Background: an optimization exercise with open tools, aiming at small area and a short achievable clock period. Do not read the settings as production practice. No run shown here included a check of the RTL's function; only the layout flow was run. No activity file was given, so power comes from the tool's default toggle rates.

==> design/flow/design.v <==
module PE (
    input  wire               clk,
    input  wire               rst,
    input  wire               en,
    input  wire               mode_residual,
    input  wire signed [15:0] input_data,
    input  wire signed [15:0] weight_data,
    input  wire signed [15:0] residual_data,
    output reg  signed [15:0] output_data,
    output wire               input_sparse,
    output wire               weight_sparse,
    output wire               computation_skipped,
    output reg         [15:0] sparse_count,
    output reg         [15:0] total_count
);
    assign input_sparse  = (input_data[15:4] == 12'h000) |
                           ((input_data[15:4] == 12'hfff) & (input_data[3:0] != 4'h0));
    assign weight_sparse = (weight_data[15:4] == 12'h000) |
                           ((weight_data[15:4] == 12'hfff) & (weight_data[3:0] != 4'h0));
    assign computation_skipped = input_sparse | weight_sparse;
    wire mac = en & ~computation_skipped;
    reg  [15:0] acc_s;
    reg  [15:0] acc_c;
    wire pp_0_0 = (input_data[0] & weight_data[0]);
    wire pp_0_1 = (input_data[0] & weight_data[1]);
    wire pp_0_2 = (input_data[0] & weight_data[2]);
    wire pp_0_3 = (input_data[0] & weight_data[3]);
    wire pp_0_4 = (input_data[0] & weight_data[4]);
    wire pp_0_5 = (input_data[0] & weight_data[5]);
    wire pp_0_6 = (input_data[0] & weight_data[6]);
    wire pp_0_7 = (input_data[0] & weight_data[7]);
    wire pp_0_8 = (input_data[0] & weight_data[8]);
    wire pp_0_9 = (input_data[0] & weight_data[9]);
    wire pp_0_10 = (input_data[0] & weight_data[10]);
    wire pp_0_11 = (input_data[0] & weight_data[11]);
    wire pp_0_12 = (input_data[0] & weight_data[12]);
    wire pp_0_13 = (input_data[0] & weight_data[13]);
    wire pp_0_14 = (input_data[0] & weight_data[14]);
    wire pp_0_15 = (input_data[0] & weight_data[15]);
    wire pp_1_0 = (input_data[1] & weight_data[0]);
    wire pp_1_1 = (input_data[1] & weight_data[1]);
    wire pp_1_2 = (input_data[1] & weight_data[2]);
    wire pp_1_3 = (input_data[1] & weight_data[3]);
    wire pp_1_4 = (input_data[1] & weight_data[4]);
    wire pp_1_5 = (input_data[1] & weight_data[5]);
    wire pp_1_6 = (input_data[1] & weight_data[6]);
    wire pp_1_7 = (input_data[1] & weight_data[7]);
    wire pp_1_8 = (input_data[1] & weight_data[8]);
    wire pp_1_9 = (input_data[1] & weight_data[9]);
    wire pp_1_10 = (input_data[1] & weight_data[10]);
    wire pp_1_11 = (input_data[1] & weight_data[11]);
    wire pp_1_12 = (input_data[1] & weight_data[12]);
    wire pp_1_13 = (input_data[1] & weight_data[13]);
    wire pp_1_14 = (input_data[1] & weight_data[14]);
    wire pp_2_0 = (input_data[2] & weight_data[0]);
    wire pp_2_1 = (input_data[2] & weight_data[1]);
    wire pp_2_2 = (input_data[2] & weight_data[2]);
    wire pp_2_3 = (input_data[2] & weight_data[3]);
    wire pp_2_4 = (input_data[2] & weight_data[4]);
    wire pp_2_5 = (input_data[2] & weight_data[5]);
    wire pp_2_6 = (input_data[2] & weight_data[6]);
    wire pp_2_7 = (input_data[2] & weight_data[7]);
    wire pp_2_8 = (input_data[2] & weight_data[8]);
    wire pp_2_9 = (input_data[2] & weight_data[9]);
    wire pp_2_10 = (input_data[2] & weight_data[10]);
    wire pp_2_11 = (input_data[2] & weight_data[11]);
    wire pp_2_12 = (input_data[2] & weight_data[12]);
    wire pp_2_13 = (input_data[2] & weight_data[13]);
    wire pp_3_0 = (input_data[3] & weight_data[0]);
    wire pp_3_1 = (input_data[3] & weight_data[1]);
    wire pp_3_2 = (input_data[3] & weight_data[2]);
    wire pp_3_3 = (input_data[3] & weight_data[3]);
    wire pp_3_4 = (input_data[3] & weight_data[4]);
    wire pp_3_5 = (input_data[3] & weight_data[5]);
    wire pp_3_6 = (input_data[3] & weight_data[6]);
    wire pp_3_7 = (input_data[3] & weight_data[7]);
    wire pp_3_8 = (input_data[3] & weight_data[8]);
    wire pp_3_9 = (input_data[3] & weight_data[9]);
    wire pp_3_10 = (input_data[3] & weight_data[10]);
    wire pp_3_11 = (input_data[3] & weight_data[11]);
    wire pp_3_12 = (input_data[3] & weight_data[12]);
    wire pp_4_0 = (input_data[4] & weight_data[0]);
    wire pp_4_1 = (input_data[4] & weight_data[1]);
    wire pp_4_2 = (input_data[4] & weight_data[2]);
    wire pp_4_3 = (input_data[4] & weight_data[3]);
    wire pp_4_4 = (input_data[4] & weight_data[4]);
    wire pp_4_5 = (input_data[4] & weight_data[5]);
    wire pp_4_6 = (input_data[4] & weight_data[6]);
    wire pp_4_7 = (input_data[4] & weight_data[7]);
    wire pp_4_8 = (input_data[4] & weight_data[8]);
    wire pp_4_9 = (input_data[4] & weight_data[9]);
    wire pp_4_10 = (input_data[4] & weight_data[10]);
    wire pp_4_11 = (input_data[4] & weight_data[11]);
    wire pp_5_0 = (input_data[5] & weight_data[0]);
    wire pp_5_1 = (input_data[5] & weight_data[1]);
    wire pp_5_2 = (input_data[5] & weight_data[2]);
    wire pp_5_3 = (input_data[5] & weight_data[3]);
    wire pp_5_4 = (input_data[5] & weight_data[4]);
    wire pp_5_5 = (input_data[5] & weight_data[5]);
    wire pp_5_6 = (input_data[5] & weight_data[6]);
    wire pp_5_7 = (input_data[5] & weight_data[7]);
    wire pp_5_8 = (input_data[5] & weight_data[8]);
    wire pp_5_9 = (input_data[5] & weight_data[9]);
    wire pp_5_10 = (input_data[5] & weight_data[10]);
    wire pp_6_0 = (input_data[6] & weight_data[0]);
    wire pp_6_1 = (input_data[6] & weight_data[1]);
    wire pp_6_2 = (input_data[6] & weight_data[2]);
    wire pp_6_3 = (input_data[6] & weight_data[3]);
    wire pp_6_4 = (input_data[6] & weight_data[4]);
    wire pp_6_5 = (input_data[6] & weight_data[5]);
    wire pp_6_6 = (input_data[6] & weight_data[6]);
    wire pp_6_7 = (input_data[6] & weight_data[7]);
    wire pp_6_8 = (input_data[6] & weight_data[8]);
    wire pp_6_9 = (input_data[6] & weight_data[9]);
    wire pp_7_0 = (input_data[7] & weight_data[0]);
    wire pp_7_1 = (input_data[7] & weight_data[1]);
    wire pp_7_2 = (input_data[7] & weight_data[2]);
    wire pp_7_3 = (input_data[7] & weight_data[3]);
    wire pp_7_4 = (input_data[7] & weight_data[4]);
    wire pp_7_5 = (input_data[7] & weight_data[5]);
    wire pp_7_6 = (input_data[7] & weight_data[6]);
    wire pp_7_7 = (input_data[7] & weight_data[7]);
    wire pp_7_8 = (input_data[7] & weight_data[8]);
    wire pp_8_0 = (input_data[8] & weight_data[0]);
    wire pp_8_1 = (input_data[8] & weight_data[1]);
    wire pp_8_2 = (input_data[8] & weight_data[2]);
    wire pp_8_3 = (input_data[8] & weight_data[3]);
    wire pp_8_4 = (input_data[8] & weight_data[4]);
    wire pp_8_5 = (input_data[8] & weight_data[5]);
    wire pp_8_6 = (input_data[8] & weight_data[6]);
    wire pp_8_7 = (input_data[8] & weight_data[7]);
    wire pp_9_0 = (input_data[9] & weight_data[0]);
    wire pp_9_1 = (input_data[9] & weight_data[1]);
    wire pp_9_2 = (input_data[9] & weight_data[2]);
    wire pp_9_3 = (input_data[9] & weight_data[3]);
    wire pp_9_4 = (input_data[9] & weight_data[4]);
    wire pp_9_5 = (input_data[9] & weight_data[5]);
    wire pp_9_6 = (input_data[9] & weight_data[6]);
    wire pp_10_0 = (input_data[10] & weight_data[0]);
    wire pp_10_1 = (input_data[10] & weight_data[1]);
    wire pp_10_2 = (input_data[10] & weight_data[2]);
    wire pp_10_3 = (input_data[10] & weight_data[3]);
    wire pp_10_4 = (input_data[10] & weight_data[4]);
    wire pp_10_5 = (input_data[10] & weight_data[5]);
    wire pp_11_0 = (input_data[11] & weight_data[0]);
    wire pp_11_1 = (input_data[11] & weight_data[1]);
    wire pp_11_2 = (input_data[11] & weight_data[2]);
    wire pp_11_3 = (input_data[11] & weight_data[3]);
    wire pp_11_4 = (input_data[11] & weight_data[4]);
    wire pp_12_0 = (input_data[12] & weight_data[0]);
    wire pp_12_1 = (input_data[12] & weight_data[1]);
    wire pp_12_2 = (input_data[12] & weight_data[2]);
    wire pp_12_3 = (input_data[12] & weight_data[3]);
    wire pp_13_0 = (input_data[13] & weight_data[0]);
    wire pp_13_1 = (input_data[13] & weight_data[1]);
    wire pp_13_2 = (input_data[13] & weight_data[2]);
    wire pp_14_0 = (input_data[14] & weight_data[0]);
    wire pp_14_1 = (input_data[14] & weight_data[1]);
    wire pp_15_0 = (input_data[15] & weight_data[0]);
    wire hs0, hc0;
    ha u_ha0 (.a(acc_c[11]), .b(acc_s[11]), .s(hs0), .co(hc0));
    wire fs0, fc0;
    fa u_fa0 (.a(acc_c[12]), .b(acc_s[12]), .c(pp_0_12), .s(fs0), .co(fc0));
    wire hs1, hc1;
    ha u_ha1 (.a(pp_10_2), .b(pp_11_1), .s(hs1), .co(hc1));
    wire fs1, fc1;
    fa u_fa1 (.a(acc_c[13]), .b(acc_s[13]), .c(pp_0_13), .s(fs1), .co(fc1));
    wire fs2, fc2;
    fa u_fa2 (.a(pp_10_3), .b(pp_11_2), .c(pp_12_1), .s(fs2), .co(fc2));
    wire hs2, hc2;
    ha u_ha2 (.a(pp_13_0), .b(pp_1_12), .s(hs2), .co(hc2));
    wire fs3, fc3;
    fa u_fa3 (.a(acc_c[14]), .b(acc_s[14]), .c(pp_0_14), .s(fs3), .co(fc3));
    wire fs4, fc4;
    fa u_fa4 (.a(pp_10_4), .b(pp_11_3), .c(pp_12_2), .s(fs4), .co(fc4));
    wire fs5, fc5;
    fa u_fa5 (.a(pp_13_1), .b(pp_14_0), .c(pp_1_13), .s(fs5), .co(fc5));
    wire hs3, hc3;
    ha u_ha3 (.a(pp_2_12), .b(pp_3_11), .s(hs3), .co(hc3));
    wire hs4, hc4;
    ha u_ha4 (.a(acc_c[7]), .b(acc_s[7]), .s(hs4), .co(hc4));
    wire fs6, fc6;
    fa u_fa6 (.a(acc_c[8]), .b(acc_s[8]), .c(pp_0_8), .s(fs6), .co(fc6));
    wire hs5, hc5;
    ha u_ha5 (.a(pp_1_7), .b(pp_2_6), .s(hs5), .co(hc5));
    wire fs7, fc7;
    fa u_fa7 (.a(acc_c[9]), .b(acc_s[9]), .c(pp_0_9), .s(fs7), .co(fc7));
    wire fs8, fc8;
    fa u_fa8 (.a(pp_1_8), .b(pp_2_7), .c(pp_3_6), .s(fs8), .co(fc8));
    wire hs6, hc6;
    ha u_ha6 (.a(pp_4_5), .b(pp_5_4), .s(hs6), .co(hc6));
    wire fs9, fc9;
    fa u_fa9 (.a(acc_c[10]), .b(acc_s[10]), .c(pp_0_10), .s(fs9), .co(fc9));
    wire fs10, fc10;
    fa u_fa10 (.a(pp_10_0), .b(pp_1_9), .c(pp_2_8), .s(fs10), .co(fc10));
    wire fs11, fc11;
    fa u_fa11 (.a(pp_3_7), .b(pp_4_6), .c(pp_5_5), .s(fs11), .co(fc11));
    wire hs7, hc7;
    ha u_ha7 (.a(pp_6_4), .b(pp_7_3), .s(hs7), .co(hc7));
    wire fs12, fc12;
    fa u_fa12 (.a(hs0), .b(pp_0_11), .c(pp_10_1), .s(fs12), .co(fc12));
    wire fs13, fc13;
    fa u_fa13 (.a(pp_11_0), .b(pp_1_10), .c(pp_2_9), .s(fs13), .co(fc13));
    wire fs14, fc14;
    fa u_fa14 (.a(pp_3_8), .b(pp_4_7), .c(pp_5_6), .s(fs14), .co(fc14));
    wire fs15, fc15;
    fa u_fa15 (.a(pp_6_5), .b(pp_7_4), .c(pp_8_3), .s(fs15), .co(fc15));
    wire fs16, fc16;
    fa u_fa16 (.a(hc0), .b(pp_12_0), .c(pp_1_11), .s(fs16), .co(fc16));
    wire fs17, fc17;
    fa u_fa17 (.a(pp_2_10), .b(pp_3_9), .c(pp_4_8), .s(fs17), .co(fc17));
    wire fs18, fc18;
    fa u_fa18 (.a(pp_5_7), .b(pp_6_6), .c(pp_7_5), .s(fs18), .co(fc18));
    wire fs19, fc19;
    fa u_fa19 (.a(pp_8_4), .b(pp_9_3), .c(hs1), .s(fs19), .co(fc19));
    wire fs20, fc20;
    fa u_fa20 (.a(pp_2_11), .b(pp_3_10), .c(pp_4_9), .s(fs20), .co(fc20));
    wire fs21, fc21;
    fa u_fa21 (.a(pp_5_8), .b(pp_6_7), .c(pp_7_6), .s(fs21), .co(fc21));
    wire fs22, fc22;
    fa u_fa22 (.a(pp_8_5), .b(pp_9_4), .c(hc1), .s(fs22), .co(fc22));
    wire fs23, fc23;
    fa u_fa23 (.a(hs2), .b(fc0), .c(fs1), .s(fs23), .co(fc23));
    wire fs24, fc24;
    fa u_fa24 (.a(pp_4_10), .b(pp_5_9), .c(pp_6_8), .s(fs24), .co(fc24));
    wire fs25, fc25;
    fa u_fa25 (.a(pp_7_7), .b(pp_8_6), .c(pp_9_5), .s(fs25), .co(fc25));
    wire fs26, fc26;
    fa u_fa26 (.a(hc2), .b(hs3), .c(fc1), .s(fs26), .co(fc26));
    wire fs27, fc27;
    fa u_fa27 (.a(fc2), .b(fs3), .c(fs4), .s(fs27), .co(fc27));
    wire hs8, hc8;
    ha u_ha8 (.a(acc_c[4]), .b(acc_s[4]), .s(hs8), .co(hc8));
    wire fs28, fc28;
    fa u_fa28 (.a(acc_c[5]), .b(acc_s[5]), .c(pp_0_5), .s(fs28), .co(fc28));
    wire hs9, hc9;
    ha u_ha9 (.a(pp_1_4), .b(pp_2_3), .s(hs9), .co(hc9));
    wire fs29, fc29;
    fa u_fa29 (.a(acc_c[6]), .b(acc_s[6]), .c(pp_0_6), .s(fs29), .co(fc29));
    wire fs30, fc30;
    fa u_fa30 (.a(pp_1_5), .b(pp_2_4), .c(pp_3_3), .s(fs30), .co(fc30));
    wire hs10, hc10;
    ha u_ha10 (.a(pp_4_2), .b(pp_5_1), .s(hs10), .co(hc10));
    wire fs31, fc31;
    fa u_fa31 (.a(hs4), .b(pp_0_7), .c(pp_1_6), .s(fs31), .co(fc31));
    wire fs32, fc32;
    fa u_fa32 (.a(pp_2_5), .b(pp_3_4), .c(pp_4_3), .s(fs32), .co(fc32));
    wire fs33, fc33;
    fa u_fa33 (.a(pp_5_2), .b(pp_6_1), .c(pp_7_0), .s(fs33), .co(fc33));
    wire fs34, fc34;
    fa u_fa34 (.a(hc4), .b(pp_3_5), .c(pp_4_4), .s(fs34), .co(fc34));
    wire fs35, fc35;
    fa u_fa35 (.a(pp_5_3), .b(pp_6_2), .c(pp_7_1), .s(fs35), .co(fc35));
    wire fs36, fc36;
    fa u_fa36 (.a(pp_8_0), .b(hs5), .c(fs6), .s(fs36), .co(fc36));
    wire fs37, fc37;
    fa u_fa37 (.a(pp_6_3), .b(pp_7_2), .c(pp_8_1), .s(fs37), .co(fc37));
    wire fs38, fc38;
    fa u_fa38 (.a(pp_9_0), .b(hc5), .c(hs6), .s(fs38), .co(fc38));
    wire fs39, fc39;
    fa u_fa39 (.a(fc6), .b(fs7), .c(fs8), .s(fs39), .co(fc39));
    wire fs40, fc40;
    fa u_fa40 (.a(pp_8_2), .b(pp_9_1), .c(hc6), .s(fs40), .co(fc40));
    wire fs41, fc41;
    fa u_fa41 (.a(hs7), .b(fc7), .c(fc8), .s(fs41), .co(fc41));
    wire fs42, fc42;
    fa u_fa42 (.a(fs10), .b(fs11), .c(fs9), .s(fs42), .co(fc42));
    wire fs43, fc43;
    fa u_fa43 (.a(pp_9_2), .b(hc7), .c(fc10), .s(fs43), .co(fc43));
    wire fs44, fc44;
    fa u_fa44 (.a(fc11), .b(fc9), .c(fs12), .s(fs44), .co(fc44));
    wire fs45, fc45;
    fa u_fa45 (.a(fs13), .b(fs14), .c(fs15), .s(fs45), .co(fc45));
    wire fs46, fc46;
    fa u_fa46 (.a(fc12), .b(fc13), .c(fc14), .s(fs46), .co(fc46));
    wire fs47, fc47;
    fa u_fa47 (.a(fc15), .b(fs0), .c(fs16), .s(fs47), .co(fc47));
    wire fs48, fc48;
    fa u_fa48 (.a(fs17), .b(fs18), .c(fs19), .s(fs48), .co(fc48));
    wire fs49, fc49;
    fa u_fa49 (.a(fc16), .b(fc17), .c(fc18), .s(fs49), .co(fc49));
    wire fs50, fc50;
    fa u_fa50 (.a(fs2), .b(fs20), .c(fs21), .s(fs50), .co(fc50));
    wire fs51, fc51;
    fa u_fa51 (.a(fc19), .b(fs22), .c(fs23), .s(fs51), .co(fc51));
    wire fs52, fc52;
    fa u_fa52 (.a(fc20), .b(fc21), .c(fs24), .s(fs52), .co(fc52));
    wire fs53, fc53;
    fa u_fa53 (.a(fs25), .b(fs5), .c(fc22), .s(fs53), .co(fc53));
    wire fs54, fc54;
    fa u_fa54 (.a(fc23), .b(fs26), .c(fs27), .s(fs54), .co(fc54));
    wire hs11, hc11;
    ha u_ha11 (.a(acc_c[2]), .b(acc_s[2]), .s(hs11), .co(hc11));
    wire fs55, fc55;
    fa u_fa55 (.a(acc_c[3]), .b(acc_s[3]), .c(pp_0_3), .s(fs55), .co(fc55));
    wire hs12, hc12;
    ha u_ha12 (.a(pp_1_2), .b(pp_2_1), .s(hs12), .co(hc12));
    wire fs56, fc56;
    fa u_fa56 (.a(hs8), .b(pp_0_4), .c(pp_1_3), .s(fs56), .co(fc56));
    wire fs57, fc57;
    fa u_fa57 (.a(pp_2_2), .b(pp_3_1), .c(pp_4_0), .s(fs57), .co(fc57));
    wire fs58, fc58;
    fa u_fa58 (.a(hc8), .b(pp_3_2), .c(pp_4_1), .s(fs58), .co(fc58));
    wire fs59, fc59;
    fa u_fa59 (.a(pp_5_0), .b(hs9), .c(fs28), .s(fs59), .co(fc59));
    wire fs60, fc60;
    fa u_fa60 (.a(pp_6_0), .b(hc9), .c(hs10), .s(fs60), .co(fc60));
    wire fs61, fc61;
    fa u_fa61 (.a(fc28), .b(fs29), .c(fs30), .s(fs61), .co(fc61));
    wire fs62, fc62;
    fa u_fa62 (.a(hc10), .b(fc29), .c(fc30), .s(fs62), .co(fc62));
    wire fs63, fc63;
    fa u_fa63 (.a(fs31), .b(fs32), .c(fs33), .s(fs63), .co(fc63));
    wire fs64, fc64;
    fa u_fa64 (.a(fc31), .b(fc32), .c(fc33), .s(fs64), .co(fc64));
    wire fs65, fc65;
    fa u_fa65 (.a(fs34), .b(fs35), .c(fs36), .s(fs65), .co(fc65));
    wire fs66, fc66;
    fa u_fa66 (.a(fc34), .b(fc35), .c(fs37), .s(fs66), .co(fc66));
    wire fs67, fc67;
    fa u_fa67 (.a(fs38), .b(fc36), .c(fs39), .s(fs67), .co(fc67));
    wire fs68, fc68;
    fa u_fa68 (.a(fc37), .b(fc38), .c(fs40), .s(fs68), .co(fc68));
    wire fs69, fc69;
    fa u_fa69 (.a(fc39), .b(fs41), .c(fs42), .s(fs69), .co(fc69));
    wire fs70, fc70;
    fa u_fa70 (.a(fc40), .b(fc41), .c(fc42), .s(fs70), .co(fc70));
    wire fs71, fc71;
    fa u_fa71 (.a(fs43), .b(fs44), .c(fs45), .s(fs71), .co(fc71));
    wire fs72, fc72;
    fa u_fa72 (.a(fc43), .b(fc44), .c(fc45), .s(fs72), .co(fc72));
    wire fs73, fc73;
    fa u_fa73 (.a(fs46), .b(fs47), .c(fs48), .s(fs73), .co(fc73));
    wire fs74, fc74;
    fa u_fa74 (.a(fc46), .b(fc47), .c(fs49), .s(fs74), .co(fc74));
    wire fs75, fc75;
    fa u_fa75 (.a(fs50), .b(fc48), .c(fs51), .s(fs75), .co(fc75));
    wire fs76, fc76;
    fa u_fa76 (.a(fc49), .b(fc50), .c(fs52), .s(fs76), .co(fc76));
    wire fs77, fc77;
    fa u_fa77 (.a(fs53), .b(fc51), .c(fs54), .s(fs77), .co(fc77));
    wire hs13, hc13;
    ha u_ha13 (.a(acc_c[1]), .b(acc_s[1]), .s(hs13), .co(hc13));
    wire fs78, fc78;
    fa u_fa78 (.a(hs11), .b(pp_0_2), .c(pp_1_1), .s(fs78), .co(fc78));
    wire fs79, fc79;
    fa u_fa79 (.a(hc11), .b(pp_3_0), .c(hs12), .s(fs79), .co(fc79));
    wire fs80, fc80;
    fa u_fa80 (.a(hc12), .b(fc55), .c(fs56), .s(fs80), .co(fc80));
    wire fs81, fc81;
    fa u_fa81 (.a(fc56), .b(fc57), .c(fs58), .s(fs81), .co(fc81));
    wire fs82, fc82;
    fa u_fa82 (.a(fc58), .b(fs60), .c(fc59), .s(fs82), .co(fc82));
    wire fs83, fc83;
    fa u_fa83 (.a(fc60), .b(fc61), .c(fs62), .s(fs83), .co(fc83));
    wire fs84, fc84;
    fa u_fa84 (.a(fc62), .b(fc63), .c(fs64), .s(fs84), .co(fc84));
    wire fs85, fc85;
    fa u_fa85 (.a(fc64), .b(fs66), .c(fc65), .s(fs85), .co(fc85));
    wire fs86, fc86;
    fa u_fa86 (.a(fc66), .b(fs68), .c(fc67), .s(fs86), .co(fc86));
    wire fs87, fc87;
    fa u_fa87 (.a(fc68), .b(fc69), .c(fs70), .s(fs87), .co(fc87));
    wire fs88, fc88;
    fa u_fa88 (.a(fc70), .b(fc71), .c(fs72), .s(fs88), .co(fc88));
    wire fs89, fc89;
    fa u_fa89 (.a(fc72), .b(fs74), .c(fc73), .s(fs89), .co(fc89));
    wire fs90, fc90;
    fa u_fa90 (.a(fc74), .b(fs76), .c(fc75), .s(fs90), .co(fc90));
    wire hs14, hc14;
    ha u_ha14 (.a(acc_c[0]), .b(acc_s[0]), .s(hs14), .co(hc14));
    wire fs91, fc91;
    fa u_fa91 (.a(hs13), .b(pp_0_1), .c(pp_1_0), .s(fs91), .co(fc91));
    wire fs92, fc92;
    fa u_fa92 (.a(hc13), .b(pp_2_0), .c(fs78), .s(fs92), .co(fc92));
    wire fs93, fc93;
    fa u_fa93 (.a(fc78), .b(fs55), .c(fs79), .s(fs93), .co(fc93));
    wire fs94, fc94;
    fa u_fa94 (.a(fs57), .b(fc79), .c(fs80), .s(fs94), .co(fc94));
    wire fs95, fc95;
    fa u_fa95 (.a(fc80), .b(fs59), .c(fs81), .s(fs95), .co(fc95));
    wire fs96, fc96;
    fa u_fa96 (.a(fc81), .b(fs61), .c(fs82), .s(fs96), .co(fc96));
    wire fs97, fc97;
    fa u_fa97 (.a(fs63), .b(fc82), .c(fs83), .s(fs97), .co(fc97));
    wire fs98, fc98;
    fa u_fa98 (.a(fc83), .b(fs84), .c(fs65), .s(fs98), .co(fc98));
    wire fs99, fc99;
    fa u_fa99 (.a(fc84), .b(fs67), .c(fs85), .s(fs99), .co(fc99));
    wire fs100, fc100;
    fa u_fa100 (.a(fs69), .b(fc85), .c(fs86), .s(fs100), .co(fc100));
    wire fs101, fc101;
    fa u_fa101 (.a(fs71), .b(fc86), .c(fs87), .s(fs101), .co(fc101));
    wire fs102, fc102;
    fa u_fa102 (.a(fs73), .b(fc87), .c(fs88), .s(fs102), .co(fc102));
    wire fs103, fc103;
    fa u_fa103 (.a(fc88), .b(fs75), .c(fs89), .s(fs103), .co(fc103));
    wire fs104, fc104;
    fa u_fa104 (.a(fs77), .b(fc89), .c(fs90), .s(fs104), .co(fc104));
    wire x15_0;
    xo2 u_x0 (.a(acc_s[15]), .b(pp_0_15), .y(x15_0));
    wire x15_1;
    xo2 u_x1 (.a(pp_10_5), .b(pp_11_4), .y(x15_1));
    wire x15_2;
    xo2 u_x2 (.a(pp_12_3), .b(pp_13_2), .y(x15_2));
    wire x15_3;
    xo2 u_x3 (.a(pp_14_1), .b(pp_15_0), .y(x15_3));
    wire x15_4;
    xo2 u_x4 (.a(pp_1_14), .b(pp_2_13), .y(x15_4));
    wire x15_5;
    xo2 u_x5 (.a(pp_3_12), .b(pp_4_11), .y(x15_5));
    wire x15_6;
    xo2 u_x6 (.a(pp_5_10), .b(pp_6_9), .y(x15_6));
    wire x15_7;
    xo2 u_x7 (.a(pp_7_8), .b(pp_8_7), .y(x15_7));
    wire x15_8;
    xo2 u_x8 (.a(pp_9_6), .b(x15_0), .y(x15_8));
    wire x15_9;
    xo2 u_x9 (.a(x15_1), .b(x15_2), .y(x15_9));
    wire x15_10;
    xo2 u_x10 (.a(x15_3), .b(x15_4), .y(x15_10));
    wire x15_11;
    xo2 u_x11 (.a(x15_5), .b(x15_6), .y(x15_11));
    wire x15_12;
    xo2 u_x12 (.a(x15_7), .b(hc3), .y(x15_12));
    wire x15_13;
    xo2 u_x13 (.a(fc24), .b(fc25), .y(x15_13));
    wire x15_14;
    xo2 u_x14 (.a(fc3), .b(fc4), .y(x15_14));
    wire x15_15;
    xo2 u_x15 (.a(fc5), .b(x15_10), .y(x15_15));
    wire x15_16;
    xo2 u_x16 (.a(x15_11), .b(x15_8), .y(x15_16));
    wire x15_17;
    xo2 u_x17 (.a(x15_9), .b(x15_12), .y(x15_17));
    wire x15_18;
    xo2 u_x18 (.a(x15_13), .b(x15_14), .y(x15_18));
    wire x15_19;
    xo2 u_x19 (.a(x15_15), .b(x15_16), .y(x15_19));
    wire x15_20;
    xo2 u_x20 (.a(x15_17), .b(fc26), .y(x15_20));
    wire x15_21;
    xo2 u_x21 (.a(x15_18), .b(x15_19), .y(x15_21));
    wire x15_22;
    xo2 u_x22 (.a(fc27), .b(fc52), .y(x15_22));
    wire x15_23;
    xo2 u_x23 (.a(x15_20), .b(x15_21), .y(x15_23));
    wire x15_24;
    xo2 u_x24 (.a(x15_22), .b(fc53), .y(x15_24));
    wire x15_25;
    xo2 u_x25 (.a(x15_23), .b(x15_24), .y(x15_25));
    wire x15_26;
    xo2 u_x26 (.a(fc54), .b(fc76), .y(x15_26));
    wire x15_27;
    xo2 u_x27 (.a(x15_25), .b(x15_26), .y(x15_27));
    wire x15_28;
    xo2 u_x28 (.a(x15_27), .b(fc77), .y(x15_28));
    wire x15_29;
    xo2 u_x29 (.a(x15_28), .b(fc90), .y(x15_29));
    wire x15_30;
    xo2 u_x30 (.a(x15_29), .b(fc104), .y(x15_30));
    wire [15:0] row0 = {x15_30, fc103, fc102, fc101, fc100, fc99, fc98, fc97, fc96, fc95, fc94, fc93, fc92, fc91, hc14, hs14};
    wire [15:0] row1 = {1'b0, fs104, fs103, fs102, fs101, fs100, fs99, fs98, fs97, fs96, fs95, fs94, fs93, fs92, fs91, pp_0_0};
    wire [15:0] res_g = (residual_data & {16{mode_residual}});
    wire [15:0] out_s, out_c;
    assign out_c[0] = 1'b0;
    fa u_ofa0 (.a(acc_s[0]), .b(acc_c[0]), .c(res_g[0]), .s(out_s[0]), .co(out_c[1]));
    fa u_ofa1 (.a(acc_s[1]), .b(acc_c[1]), .c(res_g[1]), .s(out_s[1]), .co(out_c[2]));
    fa u_ofa2 (.a(acc_s[2]), .b(acc_c[2]), .c(res_g[2]), .s(out_s[2]), .co(out_c[3]));
    fa u_ofa3 (.a(acc_s[3]), .b(acc_c[3]), .c(res_g[3]), .s(out_s[3]), .co(out_c[4]));
    fa u_ofa4 (.a(acc_s[4]), .b(acc_c[4]), .c(res_g[4]), .s(out_s[4]), .co(out_c[5]));
    fa u_ofa5 (.a(acc_s[5]), .b(acc_c[5]), .c(res_g[5]), .s(out_s[5]), .co(out_c[6]));
    fa u_ofa6 (.a(acc_s[6]), .b(acc_c[6]), .c(res_g[6]), .s(out_s[6]), .co(out_c[7]));
    fa u_ofa7 (.a(acc_s[7]), .b(acc_c[7]), .c(res_g[7]), .s(out_s[7]), .co(out_c[8]));
    fa u_ofa8 (.a(acc_s[8]), .b(acc_c[8]), .c(res_g[8]), .s(out_s[8]), .co(out_c[9]));
    fa u_ofa9 (.a(acc_s[9]), .b(acc_c[9]), .c(res_g[9]), .s(out_s[9]), .co(out_c[10]));
    fa u_ofa10 (.a(acc_s[10]), .b(acc_c[10]), .c(res_g[10]), .s(out_s[10]), .co(out_c[11]));
    fa u_ofa11 (.a(acc_s[11]), .b(acc_c[11]), .c(res_g[11]), .s(out_s[11]), .co(out_c[12]));
    fa u_ofa12 (.a(acc_s[12]), .b(acc_c[12]), .c(res_g[12]), .s(out_s[12]), .co(out_c[13]));
    fa u_ofa13 (.a(acc_s[13]), .b(acc_c[13]), .c(res_g[13]), .s(out_s[13]), .co(out_c[14]));
    fa u_ofa14 (.a(acc_s[14]), .b(acc_c[14]), .c(res_g[14]), .s(out_s[14]), .co(out_c[15]));
    assign out_s[15] = (acc_s[15] ^ res_g[15]);
    wire [15:0] out_nx = out_s + out_c;
    wire [15:0] acc_s_d, acc_c_d, out_d;
    mx2 u_ms0 (.s(mac), .a1(row0[0]), .a0(acc_s[0]), .y(acc_s_d[0]));
    mx2 u_ms1 (.s(mac), .a1(row0[1]), .a0(acc_s[1]), .y(acc_s_d[1]));
    mx2 u_ms2 (.s(mac), .a1(row0[2]), .a0(acc_s[2]), .y(acc_s_d[2]));
    mx2 u_ms3 (.s(mac), .a1(row0[3]), .a0(acc_s[3]), .y(acc_s_d[3]));
    mx2 u_ms4 (.s(mac), .a1(row0[4]), .a0(acc_s[4]), .y(acc_s_d[4]));
    mx2 u_ms5 (.s(mac), .a1(row0[5]), .a0(acc_s[5]), .y(acc_s_d[5]));
    mx2 u_ms6 (.s(mac), .a1(row0[6]), .a0(acc_s[6]), .y(acc_s_d[6]));
    mx2 u_ms7 (.s(mac), .a1(row0[7]), .a0(acc_s[7]), .y(acc_s_d[7]));
    mx2 u_ms8 (.s(mac), .a1(row0[8]), .a0(acc_s[8]), .y(acc_s_d[8]));
    mx2 u_ms9 (.s(mac), .a1(row0[9]), .a0(acc_s[9]), .y(acc_s_d[9]));
    mx2 u_ms10 (.s(mac), .a1(row0[10]), .a0(acc_s[10]), .y(acc_s_d[10]));
    mx2 u_ms11 (.s(mac), .a1(row0[11]), .a0(acc_s[11]), .y(acc_s_d[11]));
    mx2 u_ms12 (.s(mac), .a1(row0[12]), .a0(acc_s[12]), .y(acc_s_d[12]));
    mx2 u_ms13 (.s(mac), .a1(row0[13]), .a0(acc_s[13]), .y(acc_s_d[13]));
    mx2 u_ms14 (.s(mac), .a1(row0[14]), .a0(acc_s[14]), .y(acc_s_d[14]));
    mx2 u_ms15 (.s(mac), .a1(row0[15]), .a0(acc_s[15]), .y(acc_s_d[15]));
    mx2 u_mc0 (.s(mac), .a1(row1[0]), .a0(acc_c[0]), .y(acc_c_d[0]));
    mx2 u_mc1 (.s(mac), .a1(row1[1]), .a0(acc_c[1]), .y(acc_c_d[1]));
    mx2 u_mc2 (.s(mac), .a1(row1[2]), .a0(acc_c[2]), .y(acc_c_d[2]));
    mx2 u_mc3 (.s(mac), .a1(row1[3]), .a0(acc_c[3]), .y(acc_c_d[3]));
    mx2 u_mc4 (.s(mac), .a1(row1[4]), .a0(acc_c[4]), .y(acc_c_d[4]));
    mx2 u_mc5 (.s(mac), .a1(row1[5]), .a0(acc_c[5]), .y(acc_c_d[5]));
    mx2 u_mc6 (.s(mac), .a1(row1[6]), .a0(acc_c[6]), .y(acc_c_d[6]));
    mx2 u_mc7 (.s(mac), .a1(row1[7]), .a0(acc_c[7]), .y(acc_c_d[7]));
    mx2 u_mc8 (.s(mac), .a1(row1[8]), .a0(acc_c[8]), .y(acc_c_d[8]));
    mx2 u_mc9 (.s(mac), .a1(row1[9]), .a0(acc_c[9]), .y(acc_c_d[9]));
    mx2 u_mc10 (.s(mac), .a1(row1[10]), .a0(acc_c[10]), .y(acc_c_d[10]));
    mx2 u_mc11 (.s(mac), .a1(row1[11]), .a0(acc_c[11]), .y(acc_c_d[11]));
    mx2 u_mc12 (.s(mac), .a1(row1[12]), .a0(acc_c[12]), .y(acc_c_d[12]));
    mx2 u_mc13 (.s(mac), .a1(row1[13]), .a0(acc_c[13]), .y(acc_c_d[13]));
    mx2 u_mc14 (.s(mac), .a1(row1[14]), .a0(acc_c[14]), .y(acc_c_d[14]));
    mx2 u_mo0 (.s(en), .a1(out_nx[0]), .a0(output_data[0]), .y(out_d[0]));
    mx2 u_mo1 (.s(en), .a1(out_nx[1]), .a0(output_data[1]), .y(out_d[1]));
    mx2 u_mo2 (.s(en), .a1(out_nx[2]), .a0(output_data[2]), .y(out_d[2]));
    mx2 u_mo3 (.s(en), .a1(out_nx[3]), .a0(output_data[3]), .y(out_d[3]));
    mx2 u_mo4 (.s(en), .a1(out_nx[4]), .a0(output_data[4]), .y(out_d[4]));
    mx2 u_mo5 (.s(en), .a1(out_nx[5]), .a0(output_data[5]), .y(out_d[5]));
    mx2 u_mo6 (.s(en), .a1(out_nx[6]), .a0(output_data[6]), .y(out_d[6]));
    mx2 u_mo7 (.s(en), .a1(out_nx[7]), .a0(output_data[7]), .y(out_d[7]));
    mx2 u_mo8 (.s(en), .a1(out_nx[8]), .a0(output_data[8]), .y(out_d[8]));
    mx2 u_mo9 (.s(en), .a1(out_nx[9]), .a0(output_data[9]), .y(out_d[9]));
    mx2 u_mo10 (.s(en), .a1(out_nx[10]), .a0(output_data[10]), .y(out_d[10]));
    mx2 u_mo11 (.s(en), .a1(out_nx[11]), .a0(output_data[11]), .y(out_d[11]));
    mx2 u_mo12 (.s(en), .a1(out_nx[12]), .a0(output_data[12]), .y(out_d[12]));
    mx2 u_mo13 (.s(en), .a1(out_nx[13]), .a0(output_data[13]), .y(out_d[13]));
    mx2 u_mo14 (.s(en), .a1(out_nx[14]), .a0(output_data[14]), .y(out_d[14]));
    mx2 u_mo15 (.s(en), .a1(out_nx[15]), .a0(output_data[15]), .y(out_d[15]));
    always @(posedge clk or posedge rst) begin
        if (rst) begin
            acc_s <= 16'd0;
            acc_c <= 16'd0;
            output_data <= 16'd0;
            sparse_count <= 16'd0;
            total_count <= 16'd0;
        end else begin
            total_count  <= total_count + {15'd0, en};
            sparse_count <= sparse_count + {15'd0, en & computation_skipped};
            acc_s <= acc_s_d;
            acc_c[0] <= acc_c_d[0];
            acc_c[1] <= acc_c_d[1];
            acc_c[2] <= acc_c_d[2];
            acc_c[3] <= acc_c_d[3];
            acc_c[4] <= acc_c_d[4];
            acc_c[5] <= acc_c_d[5];
            acc_c[6] <= acc_c_d[6];
            acc_c[7] <= acc_c_d[7];
            acc_c[8] <= acc_c_d[8];
            acc_c[9] <= acc_c_d[9];
            acc_c[10] <= acc_c_d[10];
            acc_c[11] <= acc_c_d[11];
            acc_c[12] <= acc_c_d[12];
            acc_c[13] <= acc_c_d[13];
            acc_c[14] <= acc_c_d[14];
            output_data <= out_d;
        end
    end
endmodule
module fa (input wire a, input wire b, input wire c, output wire s, output wire co);
    assign s = a ^ b ^ c;
    assign co = (a & b) | (a & c) | (b & c);
endmodule
module ha (input wire a, input wire b, output wire s, output wire co);
    assign s = a ^ b;
    assign co = a & b;
endmodule
module xo2 (input wire a, input wire b, output wire y);
    assign y = a ^ b;
endmodule
module mx2 (input wire s, input wire a1, input wire a0, output wire y);
    assign y = s ? a1 : a0;
endmodule
==> design/flow/flow/run.sh <==
#!/bin/bash
# Standard ORFS layout with two changes:
#  - port buffers use the smallest buffer cell (buffer_ports' default pick is clkdlybuf4s50_1);
#  - after synthesis every combinational cell starts at drive strength 1 (flow/downsize.tcl),
#    and timing repair sizes up only what the timing needs.
set -euo pipefail
export BUFFER_PORTS_ARGS="-buffer_cell sky130_fd_sc_hd__buf_1"
export POST_SYNTH_TCL="$(pwd)/flow/downsize.tcl"
bash standard.sh finish > standard_flow.log 2>&1
==> design/flow/flow/downsize.tcl <==
# Sourced after the synthesized netlist is loaded (POST_SYNTH_TCL): set every
# combinational cell to its smallest (_1) drive strength; the later timing repair
# sizes up the cells that need it. Flip-flops are left as synthesis made them.
set db [ord::get_db]
set n 0
foreach inst [[ord::get_db_block] getInsts] {
  set m [[$inst getMaster] getName]
  if {[regexp {^(sky130_fd_sc_hd__[a-z0-9]+)_([0-9]+)$} $m -> base d]} {
    if {[string match "*__df*" $base] || [string match "*__dl*" $base] || [string match "*__sdf*" $base]} { continue }
    if {$d > 1} {
      set nm [$db findMaster ${base}_1]
      if {$nm ne "NULL" && $nm ne ""} { $inst swapMaster $nm; incr n }
    }
  }
}
puts "downsize.tcl: set $n cells to drive strength 1"
==> design/flow/standard.sh <==
#!/bin/bash
# synth_recipe.tcl (not shown) runs the flow's synth.tcl, then flattens the netlist and writes it again
# the make line also repeats each setting of config.mk as NAME=value (left out here)
make -C /OpenROAD-flow-scripts/flow DESIGN_CONFIG=/design/flow/config.mk WORK_HOME=/design/flow/orfs CLKGATE_MAP_FILE= SYNTH_SCRIPT=/design/flow/synth_recipe.tcl "${@:-finish}"
==> design/flow/config.mk <==
export PLATFORM = sky130hd
export DESIGN_NAME = PE
export DESIGN_NICKNAME = PE
export VERILOG_FILES = /design/flow/design.v
export SDC_FILE = /design/flow/constraint.sdc
export NUM_CORES = 4
export LEC_CHECK = 0
export CAP_MARGIN = 20
export CORE_MARGIN = 2
export CORE_UTILIZATION = 40
export CTS_BUF_LIST = sky130_fd_sc_hd__clkbuf_4 sky130_fd_sc_hd__clkbuf_8
export PLACE_DENSITY = 0.6
export SETUP_SLACK_MARGIN = 3
export SLEW_MARGIN = 20
export SYNTH_HIERARCHICAL = 1
export SYNTH_MINIMUM_KEEP_SIZE = 0
==> design/flow/constraint.sdc <==
create_clock -name core_clock -period 8.0 [get_ports {clk}]
set_input_delay 1.6000 -clock core_clock [delete_from_list [all_inputs] [get_ports {clk}]]
set_output_delay 1.6000 -clock core_clock [all_outputs]
set_load 0.01 [all_outputs]
==> flow_summary.yaml, run 1 <==
pwr:
  irDropWorstVdd_uv: 226
  internal_power_uw: 1870
  powerDensity_nw_per_um2: 394
  power.leakage_uw: 0.00384
  power.share.clock_pct: 9.7
  net-switching-power_uw: 1520
  power_frac_comb_pct: 69.4
  seqPwrFrac_pct: 20.9
  p_sw_share_pct: 44.8
critical_path:
  path_common_cell: "fa_1"
  path_cells: "buf_1 -> and2_1 -> fa_1 -> fa_1 -> fa_1 -> fa_1 -> fa_1 -> xor2_1 -> mux2_1"
  crit_arrival_ps: 5190
  crit_family: "adder cells"
  end_kind: "flip-flop"
  slowest_delay_ps: 550
  cp.depth: 9
  cp_num_buf_inv: 1
  reg2reg_depth: 8
  critical_path_required_ps: 8240
  worst-setup-path-type: "in -> reg"
  crit_path_max_fanout: 14
  start_kind: "input pin"
  crit_slowest_cell: "buf_1"
layout:
  layout.nets: 963
  drive_gt1_share_pct: 3.67
  stdcell_area_um2: 8630
  final_core_util_pct: 45.8
  seqCellArea_um2: 1980
  multiInputGateArea_um2: 5650
  num_antenna_cells: 0
  fillers: 1770
  area_growth_pct: 11.7
detailed_routing:
  ant_nets: 0
  routed_wirelength_um: 18500
  drc: 0
  wl_met3_um: 978
  vias: 5250
  m1WireLength_um: 8890
  wire_per_inst_um: 18.1
  routed.top_layer: "met4"
  first_pass_iters: 5
  wl_met2_um: 8390
  drtIter0Drc: 281
  vias_per_cell: 5.14
sta:
  clock_skew_ps: 10.4
  slew_headroom_pct: 35.3
  fin_crit_sh_pct: 61.9
  worst_slew_pin_slew_ps: 970
  setup_ws_ps: 3050
  setup_tns_ps: 0
  period_needed_ps: 4950
  hold_viol_final: 0
  fmax_mhz: 202
  report.final.slew_viol_count: 0
  setup_viol_count_final: 0
  rsz0062_at_grt: "yes"
job:
  cap_violations: 0
clocking:
  h-tree-depth: 3
  hold_buffers: 0
  cts_sinks: 79
  cts_setup_buffers: 0
  clk_latency_ps: 360
  clk_path_buf_depth: 2
  tritoncts: "yes"
  clk_pin_slew_ps: 80
  cts_inserted_buffers: 9
  clk_root_buffer_cell: "clkbuf_8"
die:
  rows: 50
  core_area_um2: 18800
  die-area_um2: 20400
  dieWidth_um: 143
  io_pins: 103
  chipHeight_um: 143
  start_util_pct: 41.0
worst_hold_path:
  min_path_cells: 1
  min_path_type: "reg -> reg"
yosys:
  synth.yosys.warnings: 7
  synth_area_um2: 7720
  postSynthCellCount: 659
  syn_nets: 865
  syn_avg_cell_area_um2: 11.7
placement:
  dp_hpwl_um: 14500
  io_buffers: 102
  place_congestion: 0.940
  placed_area_um2: 8390
  dp_slack_ps: 2480
grt:
  grt_pass1_wl_um: 30300
  grt_usage_pct: 19.1
  grt_max_degree: 80
  antenna_found_initial: 0
  overflow: 0
  grt_pass1_vias: 5696
status:
  outcome: "finished clean"
==> placed cells by master (no fill, tap or decap), types with 2 or more instances in the layout <==
master	count
a21o_1	3
a21oi_1	14
a31oi_2	2
and2_1	154
and3_1	6
buf_1	96
buf_2	3
buf_4	3
bufinv_16	2
clkbuf_2	3
clkbuf_4	2
clkbuf_8	9
dfrtp_1	79
fa_1	121
ha_1	33
inv_1	10
mux2_1	47
nand2_1	25
nand2b_1	3
nand3_1	10
nand4_1	12
nor2_1	9
nor2b_1	2
nor3_1	4
nor4_1	10
o211ai_1	3
o21ai_0	6
xnor2_1	28
xor2_1	46
==> layout make-up <==
type | count | area share [%]
Multi-Input combinational cell | 551 | 65.5
Sequential cell | 79 | 22.9
Tap cell | 260 | 3.77
Timing Repair Buffer | 105 | 4.79
Inverter | 11 | 0.479
Clock inverter | 5 | 0.943
Clock buffer | 11 | 1.61
==> sequential cells by signal (all words and copies together) (netlist names) <==
register and cells:
acc_s 16, sparse_count 16, acc_c 15, output_data 16, total_count 16
==> power by group through the flow <==
stage / clock network, uW / logic [uW] / registers (uW)
global placement: 0 / 2280 / 716
floorplan: 0 / 1780 / 703
detailed placement: 0 / 2360 / 723
CTS: 336 / 2380 / 714
global route: 353 / 2710 / 738
finish: 328 / 2360 / 710
==> path summary, 6_finish.rpt <==
path / startpoint / end / slack (ps)
min in group asynchronous: rst / total_count[15] / 1490
worst max register to register: acc_c[13] / acc_s[15] / 4220
max in group asynchronous: rst / acc_c[11] / 5840
worst min-delay path: sparse_count[15] / sparse_count[15] / 460
worst max-delay path: weight_data[4] / acc_s[15] / 3050
worst min register to register: sparse_count[15] / sparse_count[15] / 460
==> metrics by stage <==
step | hold slack [ps] | instances | total power [uW]
finish | 464 | 1022 | 3400
global route | 484 | 1022 | 3800
CTS | 470 | 1022 | 3430
detailed placement | 455 | 1006 | 3090
global placement | 453 | 1006 | 3000
floorplan | 504 | 659 | 2480
==> layer usage <==
layer,vias to the layer above,GRT usage (%)
li1,2371,-
met1,2657,28.3
met2,192,29.3
met3,30,2.65
met4,0,5.78
met5,-,0
==> repair_timing <==
item / CTS / global route
cloned: 0 / 0
endpoints found under the setup margin: 3 / 4
pin swaps: 0 / 0
gates resized for setup: 4 / 4
==> inputs of run 2 (changes only) <==
--- a/design/flow/config.mk
+++ b/design/flow/config.mk
@@ -7,9 +7,8 @@
 export LEC_CHECK = 0
 export CAP_MARGIN = 20
 export CORE_MARGIN = 2
-export CORE_UTILIZATION = 40
-export CTS_BUF_LIST = sky130_fd_sc_hd__clkbuf_4 sky130_fd_sc_hd__clkbuf_8
-export PLACE_DENSITY = 0.6
+export CORE_UTILIZATION = 55
+export PLACE_DENSITY = 0.7
 export SETUP_SLACK_MARGIN = 3
 export SLEW_MARGIN = 20
 export SYNTH_HIERARCHICAL = 1
==> flow_summary.yaml, run 2 <==
sta:
  report.final.slew_viol_count: 0
  fin_crit_sh_pct: 61.1
  hold_viol_final: 0
  worst_slew_pin_slew_ps: 954
  setup_viol_count_final: 0
  period_needed_ps: 4880
  setup_tns_ps: 0
  slew_headroom_pct: 36.4
  fmax_mhz: 205
  rsz0062_at_grt: "no"
  clock_skew_ps: 12.2
die:
  start_util_pct: 56.1
  io_pins: 103
  core_area_um2: 13800
  die-area_um2: 15000
  dieWidth_um: 123
  rows: 43
  chipHeight_um: 123
critical_path:
  path_cells: "clkbuf_4 -> and2_1 -> fa_1 -> fa_1 -> fa_1 -> fa_1 -> fa_1 -> fa_1 -> xor2_1 -> mux2_1"
  crit_slowest_cell: "fa_1"
  cp-endpoint: "acc_s[15]"
  regToRegSetupSlack_ps: 4270
  startpoint: "input_data[0]"
  r2r_start: "acc_c[13]"
  reg2reg_depth: 8
  slowest_delay_ps: 500
  worst-setup-path-type: "in -> reg"
  start_kind: "input pin"
  end_kind: "flip-flop"
  crit_arrival_ps: 5100
  crit_path_max_fanout: 17
  path_common_cell: "fa_1"
  critical_path_required_ps: 8210
  r2r-end: "acc_s[15]"
placement:
  placed_area_um2: 8300
  dp_hpwl_um: 13900
  place_congestion: 0.861
  io_buffers: 102
  post-place-cells: 927
clocking:
  hold_buffers: 0
  clk_root_buffer_cell: "clkbuf_16"
  cts_setup_buffers: 0
  cts_sinks: 79
  h-tree-depth: 3
  clk_latency_ps: 340
  clk_path_buf_depth: 2
  cts_inserted_buffers: 9
  tritoncts: "yes"
  clk_pin_slew_ps: 60
grt:
  grt_max_degree: 80
  grt_usage_pct: 25.9
  grt_pass1_vias: 5823
  antenna_found_initial: 0
  overflow: 0
  grt_pass1_wl_um: 29500
detailed_routing:
  routed.top_layer: "met4"
  wl_met3_um: 982
  wire_per_inst_um: 18.9
  vias_per_cell: 5.61
  m1WireLength_um: 7630
  ant_nets: 0
  routed_wirelength_um: 17800
  drc: 0
  wl_met2_um: 8720
  vias: 5290
  first_pass_iters: 4
  drtIter0Drc: 316
layout:
  area_growth_pct: 11.0
  fillers: 1158
  drive_gt1_share_pct: 3.41
  num_antenna_cells: 0
  layout.nets: 964
  final_common_cell: "and2_1"
  stdcell_area_um2: 8580
  mostFrequentLayoutCells: "154 x and2_1, 121 x fa_1, 95 x buf_1, 79 x dfrtp_1, 47 x mux2_1"
  instances_no_fill: 943
worst_hold_path:
  min_path_type: "reg -> reg"
yosys:
  syn_avg_cell_area_um2: 11.7
  postSynthCellCount: 659
  synth_area_um2: 7720
  syn_nets: 865
  synth.yosys.warnings: 7
pwr:
  totalPowerFinal_uw: 3410
  power.leakage_uw: 0.00386
  irDropWorstVdd_uv: 165
  powerDensity_nw_per_um2: 398
job:
  cap_violations: 0
status:
  outcome: "finished clean"
## run 2: where the power goes
| group | switching (uW) | total, uW | internal [uW] | leakage [uW] |
|---|---|---|---|---|
| combinational | 1210 | 2340 | 1130 | 0.00273 |
| sequential | 151 | 711 | 560 | 0.000999 |
| clock | 155 | 365 | 210 | 0.000129 |
| total | 1520 | 3410 | 1900 | 0.00386 |
## run 2: worst max-delay path, delay by kind of cell
kind	cells	cell delay, ps
adder cells (fa/ha/maj)	6	2610
multiplexers	1	300
buffers and inverters	1	240
AND/OR/NAND/NOR	1	190
XOR/XNOR	1	160
## run 2: what timing repair did
item | CTS | global route
endpoints found under the setup margin | 2 | 3
endpoints found under the hold margin | 0 | 0
pin swaps | 0 | 0
resized for setup | 3 | 5
## run 2: per-layer routing
metal | global-route usage, % | vias to the layer above
li1 | - | 2366
met1 | 34.5 | 2711
met2 | 43.2 | 183
met3 | 3.81 | 30
met4 | 9.55 | 0
met5 | 0 | -
## run 2: through the flow
stage                     hold WS (ps)  setup slack (ps)  util [%]
final                              481              3120      62.3
after global routing               500              3000      62.3
after CTS                          488              3000      62.2
after detailed placement           475              2390      60.2
after floorplan                    504              3060         -
after global placement             454              2510      60.2
## run 2: how the worst min path moves through the flow
stage          depth (start not counted)        startpoint               end
3_3_place_gp                           1  sparse_count[15]  sparse_count[15]
5_1_grt                                1   output_data[14]   output_data[14]
3_5_place_dp                           1   output_data[12]   output_data[12]
4_1_cts                                1    output_data[0]    output_data[0]
2_1_floorplan                          1  sparse_count[15]  sparse_count[15]
6_report                               1   output_data[12]   output_data[12]
## run 2: area by class of cell
| type | instances | area [um^2] | area share [%] |
|---|---|---|---|
| sequential | 79 | 1980 | 23.1 |
| timing repair buffer | 106 | 424 | 4.95 |
| tap | 180 | 225 | 2.63 |
| multi-input combinational | 551 | 5640 | 65.8 |
| clock buffer | 11 | 233 | 2.71 |
| clock inverter | 5 | 35.0 | 0.409 |
| inverter | 11 | 42.5 | 0.496 |

## port drivers added, routing unchanged
No port has a modelled driver above. Below, the same layouts with a new extraction and two added sets of constraints. Step 1 (the two cells are an assumption about what drives the block):
set clk [get_ports {clk}]
set_driving_cell -lib_cell sky130_fd_sc_hd__clkbuf_16 $clk
set_driving_cell -lib_cell sky130_fd_sc_hd__buf_2 [delete_from_list [all_inputs] $clk]
Step 2 adds t to the input delays and takes it off the output delays; t is the mean of the earliest and latest rising clock arrival at the registers after step 1. Input paths then give back, and output paths get back, about the clock's delay inside the block. Slacks: ideal ports / drivers / drivers and shift; pairs: ideal ports / drivers.
| run | t (ns) | setup WS [ns] | worst setup path after step 2 | slew at the worst register clock pin (ns) | worst data-port slew with drivers (ns) |
|---|---|---|---|---|---|
| run 1 | 0.384 | 3.049 / 3.056 / 2.672 | input to register | 0.08 / 0.08 | 0.06 |
| run 2 | 0.370 | 3.115 / 3.131 / 2.761 | input to register | 0.06 / 0.06 | 0.04 |
After both steps setup and hold are still met in every run listed. The setup slack of run 1, which loses most, moves by +0.007 ns with the drivers and by -0.377 ns with both steps.
